From an optimization exercise on the open Yosys and OpenROAD flow, aimed at small area; shortcuts taken in it are not production practice. Function was checked by simulation only, so behaviour that the tests miss may differ from the original. Power is estimated from default activity; no workload was simulated.

oak:
// Top_project
module Top_project (
    input clk,
    input reset,
    input [1:0] sw,
    input btnL,
    btnR,
    btnU,
    btnD,
    input rx,
    output tx,
    output [3:0] led,
    output [3:0] fnd_comm,
    output [7:0] fnd_font
);
For scale: roughly 580 cells after synthesis, about 120 flip-flops, about 6100 µm² of cells after synthesis.
export LEC_CHECK = 0
export CAP_MARGIN = 20
export CORE_MARGIN = 2
export CORE_UTILIZATION = 40
export SLEW_MARGIN = 20
create_clock -name core_clock -period 12.0 [get_ports {clk}]
standard.sh (not shown) runs the stock make flow with config.mk's settings and CLKGATE_MAP_FILE= SYNTH_SCRIPT=/design/flow/synth_recipe.tcl, a recipe that flattens the netlist after the stock synthesis.
==> flow/flow/run.sh <==
#!/bin/bash
# The standard layout flow (standard.sh, with its synthesis unchanged), with:
# - port buffers of the smallest buffer cell,
# - logic cells sized down before placement's repair_design, which then
#   buffers with small buffers only and sizes up wherever a limit needs it
#   (flow/downsize.tcl, generated by gen/make_downsize.py plus a dont_use
#   list of the large buffers for that step),
# - a clock tree of clkbuf_4 without dummy loads.
# ORFS writes each step's full log under orfs/logs/; make's own output goes
# to standard.log.
bash standard.sh \
  "BUFFER_PORTS_ARGS=-buffer_cell sky130_fd_sc_hd__buf_1" \
  "PRE_RESIZE_TCL=$PWD/flow/downsize.tcl" \
  "CTS_ARGS=-sink_clustering_enable -sink_clustering_size 12 -sink_clustering_max_diameter 60 -sink_clustering_levels 2 -repair_clock_nets -buf_list sky130_fd_sc_hd__clkbuf_4 -dont_use_dummy_load" \
  finish > standard.log 2>&1
Other scripts of this flow, unchanged in this note and not shown: flow/flow/downsize.tcl
Input changes introduced in pine (baseline for comparison: oak):
Settings: swapping 40 for 60 in CORE_UTILIZATION.
diff --git a/flow/flow/run.sh b/flow/flow/run.sh
--- a/flow/flow/run.sh
+++ b/flow/flow/run.sh
@@ -14 +14 @@
-  "CTS_ARGS=-sink_clustering_enable -sink_clustering_size 12 -sink_clustering_max_diameter 60 -sink_clustering_levels 2 -repair_clock_nets -buf_list sky130_fd_sc_hd__clkbuf_4 -dont_use_dummy_load" \
+  "CTS_ARGS=-sink_clustering_enable -repair_clock_nets -buf_list sky130_fd_sc_hd__clkbuf_4 -dont_use_dummy_load" \
--- outcome ---
oak and pine ended up with nearly the same combinational power. Summary: with oak as the reference, wire length in pine moved down by a few percent. Compared with oak, in pine non-clock buffer share of cell area held steady; period utilization saw a decrease; leakage power total about even. pine vs oak, fraction of final layout cells with drive strength greater than 1 went up by 0.18 points.

Setup of exp/tundra:
Starting RTL as in the previous note.
==> flow/config.mk <==
export PLATFORM = sky130hd
export DESIGN_NAME = Top_project
export DESIGN_NICKNAME = Top_project
export VERILOG_FILES = /design/flow/design.v
export SDC_FILE = /design/flow/constraint.sdc
export NUM_CORES = 4
export LEC_CHECK = 0
export CAP_MARGIN = 20
export CORE_MARGIN = 2
export CORE_UTILIZATION = 40
export SLEW_MARGIN = 20
==> flow/constraint.sdc <==
create_clock -name core_clock -period 12.0 [get_ports {clk}]
set_input_delay 2.4000 -clock core_clock [delete_from_list [all_inputs] [get_ports {clk}]]
set_output_delay 2.4000 -clock core_clock [all_outputs]
set_load 0.01 [all_outputs]
==> flow/flow/run.sh <==
#!/bin/bash
# The standard layout flow (standard.sh, with its synthesis unchanged), with:
# - port buffers of the smallest buffer cell,
# - logic cells sized down before placement's repair_design, which then
#   buffers with small buffers only and sizes up wherever a limit needs it
#   (flow/downsize.tcl, generated by gen/make_downsize.py plus a dont_use
#   list of the large buffers for that step),
# - a clock tree of clkbuf_4 without dummy loads.
# ORFS writes each step's full log under orfs/logs/; make's own output goes
# to standard.log.
bash standard.sh \
  "BUFFER_PORTS_ARGS=-buffer_cell sky130_fd_sc_hd__buf_1" \
  "PRE_RESIZE_TCL=$PWD/flow/downsize.tcl" \
  "CTS_ARGS=-sink_clustering_enable -repair_clock_nets -buf_list sky130_fd_sc_hd__clkbuf_4 -dont_use_dummy_load" \
  finish > standard.log 2>&1
Other scripts of this flow, unchanged in this note and not shown: flow/flow/downsize.tcl
In summary, exp/tundra completed successfully, with a layout that passed the timing, design-rule and antenna checks.
Inputs modified between exp/tundra and exp/onyx:
--- a/flow/flow/run.sh
+++ b/flow/flow/run.sh
@@ -12,4 +12,4 @@
   "BUFFER_PORTS_ARGS=-buffer_cell sky130_fd_sc_hd__buf_1" \
   "PRE_RESIZE_TCL=$PWD/flow/downsize.tcl" \
-  "CTS_ARGS=-sink_clustering_enable -repair_clock_nets -buf_list sky130_fd_sc_hd__clkbuf_4 -dont_use_dummy_load" \
+  "CTS_ARGS=-sink_clustering_enable -sink_clustering_size 20 -sink_clustering_max_diameter 100 -sink_clustering_levels 1 -repair_clock_nets -buf_list sky130_fd_sc_hd__clkbuf_4 -dont_use_dummy_load" \
   finish > standard.log 2>&1
From exp/onyx to exp/tundra, post-synthesis sequential element count did not move at all.
Diff exp/tundra..exp/onyx | number of global-route vias before repair | unchanged
Diff exp/tundra..exp/onyx | static leakage power | unchanged
Diff exp/tundra..exp/onyx | count of boundary I/O pins | unchanged
For exp/cedar, these inputs were changed with respect to exp/onyx:
==> flow/flow/run.sh <==
#!/bin/bash
# The standard layout flow (standard.sh, unchanged synthesis), with:
# - port buffers of the smallest buffer cell,
# - logic cells sized down before the placement's repair_design
#   (flow/downsize.tcl), which sizes up again wherever limits need it,
# - a clock tree of clkbuf_4 without dummy loads.
# ORFS writes each step's log under orfs/logs; make's output goes to
# standard.log.
bash standard.sh \
  "BUFFER_PORTS_ARGS=-buffer_cell sky130_fd_sc_hd__buf_1" \
  "PRE_RESIZE_TCL=$PWD/flow/downsize.tcl" \
  "CTS_ARGS=-sink_clustering_enable -repair_clock_nets -buf_list sky130_fd_sc_hd__clkbuf_4 -dont_use_dummy_load" \
  finish > standard.log 2>&1
Per the comparison of exp/cedar with exp/onyx, worst hold slack after final layout has remained practically unchanged, area of the die ~0 delta.
exp/cedar finished every stage and its layout cleared the timing, design-rule and antenna checks.
On number of sequential cells, exp/cedar tracks exp/onyx almost exactly.
exp/cedar vs. exp/onyx: number of hold buffers added after CTS comparable, data required time at the worst endpoint now sits at about the same level, flip-flop and latch area shows no meaningful change, utilization of the core after routing shows no meaningful change.
Changes observed in exp/cedar relative to exp/onyx: non-clock buffer count comparable, post-CTS resize count ~0 delta, TritonCTS buffer count barely changed, headroom to the max-slew limit about even.

== before ==
Another version of the RTL of Top_project (not shown whole).
Size in the first run: about 610 cells after synthesis, roughly 130 flip-flops, roughly 26 I/O pins, about 0.0066 mm^2 of cells after synthesis.
## Top_project
module Top_project (
    input clk,
    input reset,
    input [1:0] sw,
    input btnL,
    btnR,
    btnU,
    btnD,
    input rx,
    output tx,
    output [3:0] led,
    output [3:0] fnd_comm,
    output [7:0] fnd_font
);
    wire mode = sw[1];
    assign led = {mode & sw[0], mode & ~sw[0], ~mode & sw[0], ~mode & ~sw[0]};
    reg started;
    reg [1:0] cq;
    always @(posedge clk, posedge reset) begin
        if (reset) begin
            started <= 1'b0;
            cq <= 2'd0;
        end else begin
            started <= 1'b1;
            cq <= {cq[1] ^ (started & cq[0]), cq[0] ^ started};
        end
    end
    wire t4 = cq[1] & cq[0];
    wire [3:0] w_ms1, w_ms10;
    wire w_ms1_wrap = t4 & w_ms1[3] & w_ms1[0];
    wire w_c0_next = w_ms1_wrap & w_ms10[3] & w_ms10[0];
    digit10 W_MS1 (.clk(clk), .reset(reset), .clr(1'b0), .e(t4), .q(w_ms1));
    digit10 W_MS10 (.clk(clk), .reset(reset), .clr(1'b0), .e(w_ms1_wrap), .q(w_ms10));
    wire t16 = t4 & w_ms1[0] & (w_ms1[1] ^ w_ms10[0]);
    reg [2:0] sel;
    always @(posedge clk, posedge reset) begin
        if (reset) sel <= 3'd0;
        else sel <= {sel[2] ^ (t16 & sel[1] & sel[0]), sel[1] ^ (t16 & sel[0]), sel[0] ^ t16};
    end
    reg [5:0] bc;
    wire bc_top = bc[5] & bc[4] & bc[2] & bc[0];   
    always @(posedge clk, posedge reset) begin
        if (reset) bc <= 6'd0;
        else if (bc_top) bc <= 6'd0;
  ...
clock: 12.0 ns
lec_check: 0
cap_margin: 20
core_margin: 2
core_utilization: 40
slew_margin: 20
run.sh (not shown) runs the stock make flow with config.mk's settings and CLKGATE_MAP_FILE= SYNTH_SCRIPT=/design/flow/synth_recipe.tcl, a recipe that flattens the netlist after the stock synthesis.
Stock flow here: none of the scripts above is used.
Both conditions hold for before: the flow ran to the end and the final layout passed the timing, design-rule and antenna checks.
Inputs modified between before and after:
==> flow/flow/run.sh (new file) <==
#!/bin/bash
# Standard layout flow, unchanged.
bash standard.sh > standard.log 2>&1
==> flow/standard.sh (new file) <==
#!/bin/bash
# synth_recipe.tcl (not shown) runs the flow's synth.tcl, then flattens the netlist and writes it again
# the make line also repeats each setting of config.mk as NAME=value (left out here)
make -C /OpenROAD-flow-scripts/flow DESIGN_CONFIG=/design/flow/config.mk WORK_HOME=/design/flow/orfs CLKGATE_MAP_FILE= SYNTH_SCRIPT=/design/flow/synth_recipe.tcl "${@:-finish}"
removed: flow/run.sh
==> run summary <==
Met3 track demand over resource came out exactly the same in before and after.
Diff before..after | wire length of the first global-routing pass | unchanged
From before to after, portion of the post-synthesis area used by sequential elements did not move at all.
Compared with before, in after die area ~0 delta, worst path setup slack after routing was more or less identical.

Top_project, a different RTL version from the one above (not shown whole).
Size in the first run: about 0.0065 mm2 of cells after synthesis.
==> flow/config.mk <==
export PLATFORM = sky130hd
export DESIGN_NAME = Top_project
export DESIGN_NICKNAME = Top_project
export VERILOG_FILES = /design/flow/design.v
export SDC_FILE = /design/flow/constraint.sdc
export NUM_CORES = 4
export LEC_CHECK = 0
export CAP_MARGIN = 20
export CORE_MARGIN = 2
export CORE_UTILIZATION = 40
export SLEW_MARGIN = 20
==> flow/constraint.sdc <==
create_clock -name core_clock -period 12.0 [get_ports {clk}]
set_input_delay 2.4000 -clock core_clock [delete_from_list [all_inputs] [get_ports {clk}]]
set_output_delay 2.4000 -clock core_clock [all_outputs]
set_load 0.01 [all_outputs]
standard.sh (not shown) runs the stock make flow with config.mk's settings and CLKGATE_MAP_FILE= SYNTH_SCRIPT=/design/flow/synth_recipe.tcl, a recipe that flattens the netlist after the stock synthesis.
==> flow/flow/run.sh <==
#!/bin/bash
# The standard layout flow (standard.sh, unchanged synthesis), with:
# - port buffers of the smallest buffer cell,
# - a clock tree of clkbuf_4 without dummy loads,
# - downsizing of non-critical cells after global routing.
bash standard.sh \
  "BUFFER_PORTS_ARGS=-buffer_cell sky130_fd_sc_hd__buf_1" \
  "CTS_ARGS=-sink_clustering_enable -repair_clock_nets -buf_list sky130_fd_sc_hd__clkbuf_4 -dont_use_dummy_load" \
  "RECOVER_POWER=100" \
  finish > standard.log 2>&1
The starting point completed and failed the layout checks on capacitance limit, slew limit.
==> next run, changes <==
==> flow/run.sh (new file) <==
#!/bin/bash
# synth_recipe.tcl (not shown) runs the flow's synth.tcl, then flattens the netlist and writes it again
# the make line also repeats each setting of config.mk as NAME=value (left out here)
make -C /OpenROAD-flow-scripts/flow DESIGN_CONFIG=/design/flow/config.mk WORK_HOME=/design/flow/orfs CLKGATE_MAP_FILE= SYNTH_SCRIPT=/design/flow/synth_recipe.tcl finish
Settings changed: CTS_BUF_LIST set to sky130_fd_sc_hd__clkbuf_4.
removed: flow/flow/run.sh
removed: flow/standard.sh
What happened: Now the flow completed without violations. First-iteration DRC count rose by 3.4%. Worst hold slack improves by 0.0042 ns. Synthesized area is unchanged. Clock-buffer cell count rose by 4. Via count hardly moves.

## afterwards: timing with drivers on the ports
Ports are ideal in the flow. The routed layouts listed here were re-timed in OpenROAD. Step 1 assumes that a clkbuf_16 drives the clock port and a buf_2 every other input. Step 2 moves the port delays by t, midway between the first and last clock arrival at a register: inputs arrive t later, outputs are due t later. That takes back most of the time a late clock gives input paths. Three values: no drivers, after step 1, after step 2; two values: the first two.
run	shift t [ns]	slack for setup (ns)	worst slew at a driven data input, ns
oak	0.532	4.537 / 4.514 / 4.514	0.03
pine	0.516	4.622 / 4.602 / 4.602	0.04
exp/tundra	0.532	4.537 / 4.514 / 4.514	0.03
exp/onyx	0.532	4.537 / 4.514 / 4.514	0.03
exp/cedar	0.532	4.537 / 4.514 / 4.514	0.03
before	0.453	4.275 / 4.248 / 4.248	0.04
after	0.453	4.275 / 4.248 / 4.248	0.04
the first run of note 4	0.535	4.911 / 4.884 / 4.884	0.03
the second run of note 4	0.571	4.137 / 4.109 / 4.109	0.03
The setup slack of the second run of note 4, which loses most, moves by -0.028 ns with the drivers and by -0.028 ns with both steps.
